Context: an optimization exercise on an open-source flow, tuned for small area and a short achievable clock period. The choices shown serve that exercise and are no tape-out recipe.
RTL that was checked went through simulation tests only; none was proved equivalent to the original.

==> run a <==
// cubic_fixed
module cubic_fixed #(
    parameter int WID     = 16,    
    parameter int FBITS   = 8      
)(
    input  logic                        clk,
    input  logic                        rst,
    input  logic signed [WID-1:0]       x,
    input  logic signed [WID-1:0]       a0,
    input  logic signed [WID-1:0]       a1,
    input  logic signed [WID-1:0]       a2,
    output logic signed [WID-1:0]       y
);
    wire        s_in = x[15];
    wire [11:0] u = x[11:0] ^ {12{s_in}};
    wire        x2sat_in = (x >= 16'sd2897) || (x <= -16'sd2897);
    wire        x3sat_in = (x >= 16'sd1291) || (x <= -16'sd1291);
    wire sq_s0, sq_c0;
    wire sq_s1, sq_c1;
    wire sq_s2, sq_c2;
    wire sq_s3, sq_c3;
    wire sq_s4, sq_c4;
    wire sq_s5, sq_c5;
    wire sq_s6, sq_c6;
    wire sq_s7, sq_c7;
    wire sq_s8, sq_c8;
    wire sq_s9, sq_c9;
    wire sq_s10, sq_c10;
    wire sq_s11, sq_c11;
    wire sq_s12, sq_c12;
    wire sq_s13, sq_c13;
    wire sq_s14, sq_c14;
    wire sq_s15, sq_c15;
    wire sq_s16, sq_c16;
    wire sq_s17, sq_c17;
    wire sq_s18, sq_c18;
    wire sq_s19, sq_c19;
    wire sq_s20, sq_c20;
    wire sq_s21, sq_c21;
    wire sq_s22, sq_c22;
  ...
==> flow/config.mk <==
export PLATFORM = sky130hd
export DESIGN_NAME = cubic_fixed
export DESIGN_NICKNAME = cubic_fixed
export VERILOG_FILES = /design/flow/design.v
export SDC_FILE = /design/flow/constraint.sdc
export NUM_CORES = 4
export LEC_CHECK = 0
export ABC_AREA = 1
export CAP_MARGIN = 20
export CORE_MARGIN = 2
export CORE_UTILIZATION = 40
export SLEW_MARGIN = 20
export SYNTH_HIERARCHICAL = 1
==> flow/constraint.sdc <==
create_clock -name core_clock -period 15.0 [get_ports {clk}]
set_input_delay 3.0000 -clock core_clock [delete_from_list [all_inputs] [get_ports {clk}]]
set_output_delay 3.0000 -clock core_clock [all_outputs]
set_load 0.01 [all_outputs]
standard.sh (not shown) runs the stock make flow with config.mk's settings and CLKGATE_MAP_FILE= SYNTH_SCRIPT=/design/flow/synth_recipe.tcl, a recipe that flattens the netlist after the stock synthesis.
==> flow/flow/run.sh <==
#!/bin/bash
# Standard ORFS layout (the standard.sh) with two changes:
#  - port buffers use buf_1 instead of the default delay-buffer cell;
#  - timing repair (after floorplan, CTS and global routing) aims for
#    8.5 ns of setup slack at the 15 ns clock, so the resizer sizes the
#    critical paths.  The SDC (clock period, I/O delays, load) is unchanged.
# Each ORFS step writes its own log under orfs/logs/; make's output goes to
# standard.log.
set -euo pipefail
export BUFFER_PORTS_ARGS="-buffer_cell sky130_fd_sc_hd__buf_1"
export SETUP_SLACK_MARGIN=8.5
bash standard.sh > standard.log 2>&1
==> run b: changes against run a <==
--- a/flow/design.v
+++ b/flow/design.v
@@ -142,11 +142,11 @@
     assign xneg_hi[1] = x[11] & ~(x[10] & x[9]);
     assign xneg_hi[2] = x[13] & ~(x[12] & x[11]);
     assign xneg_hi[3] = x[15] & ~(x[14] & x[13]);
     logic signed [16:0] a0n_s0;
     always_ff @(posedge clk)
-        a0n_s0 <= {a0[15], a0} + {10'd0, xneg_hi[3], 1'b0, xneg_hi[2], 1'b0, xneg_hi[1], 1'b0, xneg_hi[0]};
+        a0n_s0 <= a0 + $signed({1'b0, xneg_hi[3], 1'b0, xneg_hi[2], 1'b0, xneg_hi[1], 1'b0, xneg_hi[0]});
     logic [14:0] x2;
     logic [14:0] x2_s0;
     always_ff @(posedge clk)
         x2_s0 <= x2sat_in ? 15'h7fff : sq_in[22:8];
     assign x2 = x2_s0;
==> flow/flow/run.sh (replaced) <==
#!/bin/bash
# Standard ORFS layout (the standard.sh) with two changes:
#  - port buffers use buf_2 instead of the default delay-buffer cell;
#  - timing repair (after floorplan, CTS and global routing) aims for
#    8.5 ns of setup slack at the 15 ns clock, so the resizer sizes the
#    critical paths.  The SDC (clock period, I/O delays, load) is unchanged.
# Each ORFS step writes its own log under orfs/logs/; make's output goes to
# standard.log.
set -euo pipefail
export BUFFER_PORTS_ARGS="-buffer_cell sky130_fd_sc_hd__buf_2"
export SETUP_SLACK_MARGIN=8.5
bash standard.sh > standard.log 2>&1
==> run c: changes against run a <==
--- a/flow/design.v
+++ b/flow/design.v
@@ -142,11 +142,11 @@
     assign xneg_hi[1] = x[11] & ~(x[10] & x[9]);
     assign xneg_hi[2] = x[13] & ~(x[12] & x[11]);
     assign xneg_hi[3] = x[15] & ~(x[14] & x[13]);
     logic signed [16:0] a0n_s0;
     always_ff @(posedge clk)
-        a0n_s0 <= {a0[15], a0} + {10'd0, xneg_hi[3], 1'b0, xneg_hi[2], 1'b0, xneg_hi[1], 1'b0, xneg_hi[0]};
+        a0n_s0 <= a0 + $signed({1'b0, xneg_hi[3], 1'b0, xneg_hi[2], 1'b0, xneg_hi[1], 1'b0, xneg_hi[0]});
     logic [14:0] x2;
     logic [14:0] x2_s0;
     always_ff @(posedge clk)
         x2_s0 <= x2sat_in ? 15'h7fff : sq_in[22:8];
     assign x2 = x2_s0;
==> flow/flow/run.sh (replaced) <==
#!/bin/bash
# Standard ORFS layout (the standard.sh) with two changes:
#  - port buffers use buf_4 instead of the default delay-buffer cell;
#  - timing repair (after floorplan, CTS and global routing) aims for
#    8.5 ns of setup slack at the 15 ns clock, so the resizer sizes the
#    critical paths.  The SDC (clock period, I/O delays, load) is unchanged.
# Each ORFS step writes its own log under orfs/logs/; make's output goes to
# standard.log.
set -euo pipefail
export BUFFER_PORTS_ARGS="-buffer_cell sky130_fd_sc_hd__buf_4"
export SETUP_SLACK_MARGIN=8.5
bash standard.sh > standard.log 2>&1
==> flow/config.mk (replaced) <==
export PLATFORM = sky130hd
export DESIGN_NAME = cubic_fixed
export DESIGN_NICKNAME = cubic_fixed
export VERILOG_FILES = /design/flow/design.v
export SDC_FILE = /design/flow/constraint.sdc
export NUM_CORES = 4
export LEC_CHECK = 0
export ABC_AREA = 0
export CAP_MARGIN = 20
export CORE_MARGIN = 2
export CORE_UTILIZATION = 40
export SLEW_MARGIN = 20
export SYNTH_HIERARCHICAL = 1
==> qor summary <==
metric                                                                      run c                     run b                     run a
Run status                                       no timing/DRC/antenna violations  no timing/DRC/antenna violations  no timing/DRC/antenna violations
Cell area reported after detailed placement                          0.0233 sq mm              0.0248 sq mm              0.0247 sq mm
Global-route wire length before repair                                  108000 um                 115000 um                 115000 um
Crit path from                                                            x_s0[1]                      x[2]                      x[9]
Wire length on met1                                                      29500 um                  34300 um                  34400 um
Metal2 WL                                                                32300 um                  31200 um                  31700 um
Leading cell type in the layout, fill and taps excluded  sky130_fd_sc_hd__xnor2_1  sky130_fd_sc_hd__nand2_1  sky130_fd_sc_hd__nand2_1
Worst skew pair latency                                                    460 ps                    480 ps                    480 ps
Synth Area in Adders                                                        0.381                     0.354                     0.354
Number of standard cells after synthesis                                     2346                      3065                      3065
Non-Clock Buffer Area Fraction                                             0.0766                    0.0305                    0.0284
Half-perimeter wire length after detailed placement                      47200 um                  56000 um                  55400 um
Site Rows                                                                      86                        89                        89
No functional check of the RTL was part of run b and run c.

---

==> build 41: inputs <==
cubic_fixed, a different RTL version from the one above (not shown whole).
export LEC_CHECK = 0
export ABC_AREA = 1
export CAP_MARGIN = 20
export CORE_MARGIN = 2
export CORE_UTILIZATION = 40
export SLEW_MARGIN = 20
export SYNTH_HIERARCHICAL = 1
create_clock -name core_clock -period 15.0 [get_ports {clk}]
==> flow/flow/run.sh <==
#!/bin/bash
# Standard ORFS layout (the standard.sh) with two changes:
#  - port buffers use buf_1 instead of the default delay-buffer cell;
#  - timing repair (after floorplan, CTS and global routing) aims for
#    9.5 ns of setup slack at the 15 ns clock, so the resizer sizes the
#    critical paths.  The SDC (clock period, I/O delays, load) is unchanged.
# Each ORFS step writes its own log under orfs/logs/; make's output goes to
# standard.log.
set -euo pipefail
export BUFFER_PORTS_ARGS="-buffer_cell sky130_fd_sc_hd__buf_1"
export SETUP_SLACK_MARGIN=9.5
bash standard.sh > standard.log 2>&1
==> inputs of build 91, as changes to build 41 <==
==> flow/flow/run.sh (replaced) <==
#!/bin/bash
# Standard ORFS layout (the standard.sh) with two changes:
#  - port buffers use buf_1 instead of the default delay-buffer cell;
#  - timing repair (after floorplan, CTS and global routing) aims for
#    9 ns of setup slack at the 15 ns clock, so the resizer sizes the
#    critical paths.  The SDC (clock period, I/O delays, load) is unchanged.
# Each ORFS step writes its own log under orfs/logs/; make's output goes to
# standard.log.
set -euo pipefail
export BUFFER_PORTS_ARGS="-buffer_cell sky130_fd_sc_hd__buf_1"
export SETUP_SLACK_MARGIN=9
bash standard.sh > standard.log 2>&1
--- a/flow/config.mk
+++ b/flow/config.mk
@@ -9,5 +9,6 @@
 export CAP_MARGIN = 20
 export CORE_MARGIN = 2
 export CORE_UTILIZATION = 40
 export SLEW_MARGIN = 20
 export SYNTH_HIERARCHICAL = 1
+export TNS_END_PERCENT = 0
==> inputs of build 92, as changes to build 41 <==
--- a/flow/design.v
+++ b/flow/design.v
@@ -142,11 +142,11 @@
     assign xneg_hi[1] = x[11] & ~(x[10] & x[9]);
     assign xneg_hi[2] = x[13] & ~(x[12] & x[11]);
     assign xneg_hi[3] = x[15] & ~(x[14] & x[13]);
     logic signed [16:0] a0n_s0;
     always_ff @(posedge clk)
-        a0n_s0 <= {a0[15], a0} + {10'd0, xneg_hi[3], 1'b0, xneg_hi[2], 1'b0, xneg_hi[1], 1'b0, xneg_hi[0]};
+        a0n_s0 <= a0 + $signed({1'b0, xneg_hi[3], 1'b0, xneg_hi[2], 1'b0, xneg_hi[1], 1'b0, xneg_hi[0]});
     logic [14:0] x2;
     logic [14:0] q_s0;
     logic [12:0] qn_s0;
     logic        x2sat_s0;
     always_ff @(posedge clk) begin
==> flow/flow/run.sh (replaced) <==
#!/bin/bash
# Standard ORFS layout (the standard.sh) with two changes:
#  - port buffers use buf_1 instead of the default delay-buffer cell;
#  - timing repair (after floorplan, CTS and global routing) aims for
#    8.5 ns of setup slack at the 15 ns clock, so the resizer sizes the
#    critical paths.  The SDC (clock period, I/O delays, load) is unchanged.
# Each ORFS step writes its own log under orfs/logs/; make's output goes to
# standard.log.
set -euo pipefail
export BUFFER_PORTS_ARGS="-buffer_cell sky130_fd_sc_hd__buf_1"
export SETUP_SLACK_MARGIN=8.5
bash standard.sh > standard.log 2>&1
==> summary.txt <==
outcome=finished clean; later-pin clock latency in the skew report=480 ps; fin cells=3839; dpl cells=3778; pre-CTS WS=7730 ps; Max Freq=160 MHz
Source of the figures above: build 92

==> summary.txt <==
dpl cells=3776; fin cells=3922; outcome=finished clean; Max Freq=167 MHz; Final nets=3693; Post-synth EDFFs=0; crit start category=register; Reg2Reg Depth=24; pre-CTS WS=7940 ps
Source of the figures above: build 91

==> summary.txt <==
outcome=finished clean; Max Freq=174 MHz; later-pin clock latency in the skew report=490 ps; Final nets=3830; pre-CTS WS=8160 ps; fin cells=4059
Source of the figures above: build 41

No functional check of the RTL was part of any run of this note.

==> static timing again, ports no longer ideal <==
The results above use ideal ports. As a check the final layouts listed here were re-extracted and re-timed, cells and wires unchanged.
Step 1 (the two cells are an assumption about what drives the block):
set clk [get_ports {clk}]
set_driving_cell -lib_cell sky130_fd_sc_hd__clkbuf_16 $clk
set_driving_cell -lib_cell sky130_fd_sc_hd__buf_2 [delete_from_list [all_inputs] $clk]
Step 2 times the ports against the registers' clock, not the clock port: input delays grow and output delays shrink by t, the midpoint of the rising clock arrivals with the driver on.
Slacks: ideal / step 1 / step 2; pairs: ideal / step 1.
run	t (ns)	setup WS [ns]	cell pins on the clock port's net
run a	0.526	8.808 / 8.838 / 8.318	1
run b	0.534	8.753 / 8.756 / 8.259	1
run c	0.510	8.552 / 8.518 / 8.051	1
build 41	0.532	9.238 / 9.233 / 8.707	1
build 91	0.530	9.010 / 9.010 / 8.545	1
build 92	0.533	8.761 / 8.794 / 8.261	1
After both steps every run listed still meets setup and hold. For build 41, which loses most, drivers alone change the setup slack by -0.005 ns; drivers and shift together by -0.531 ns.
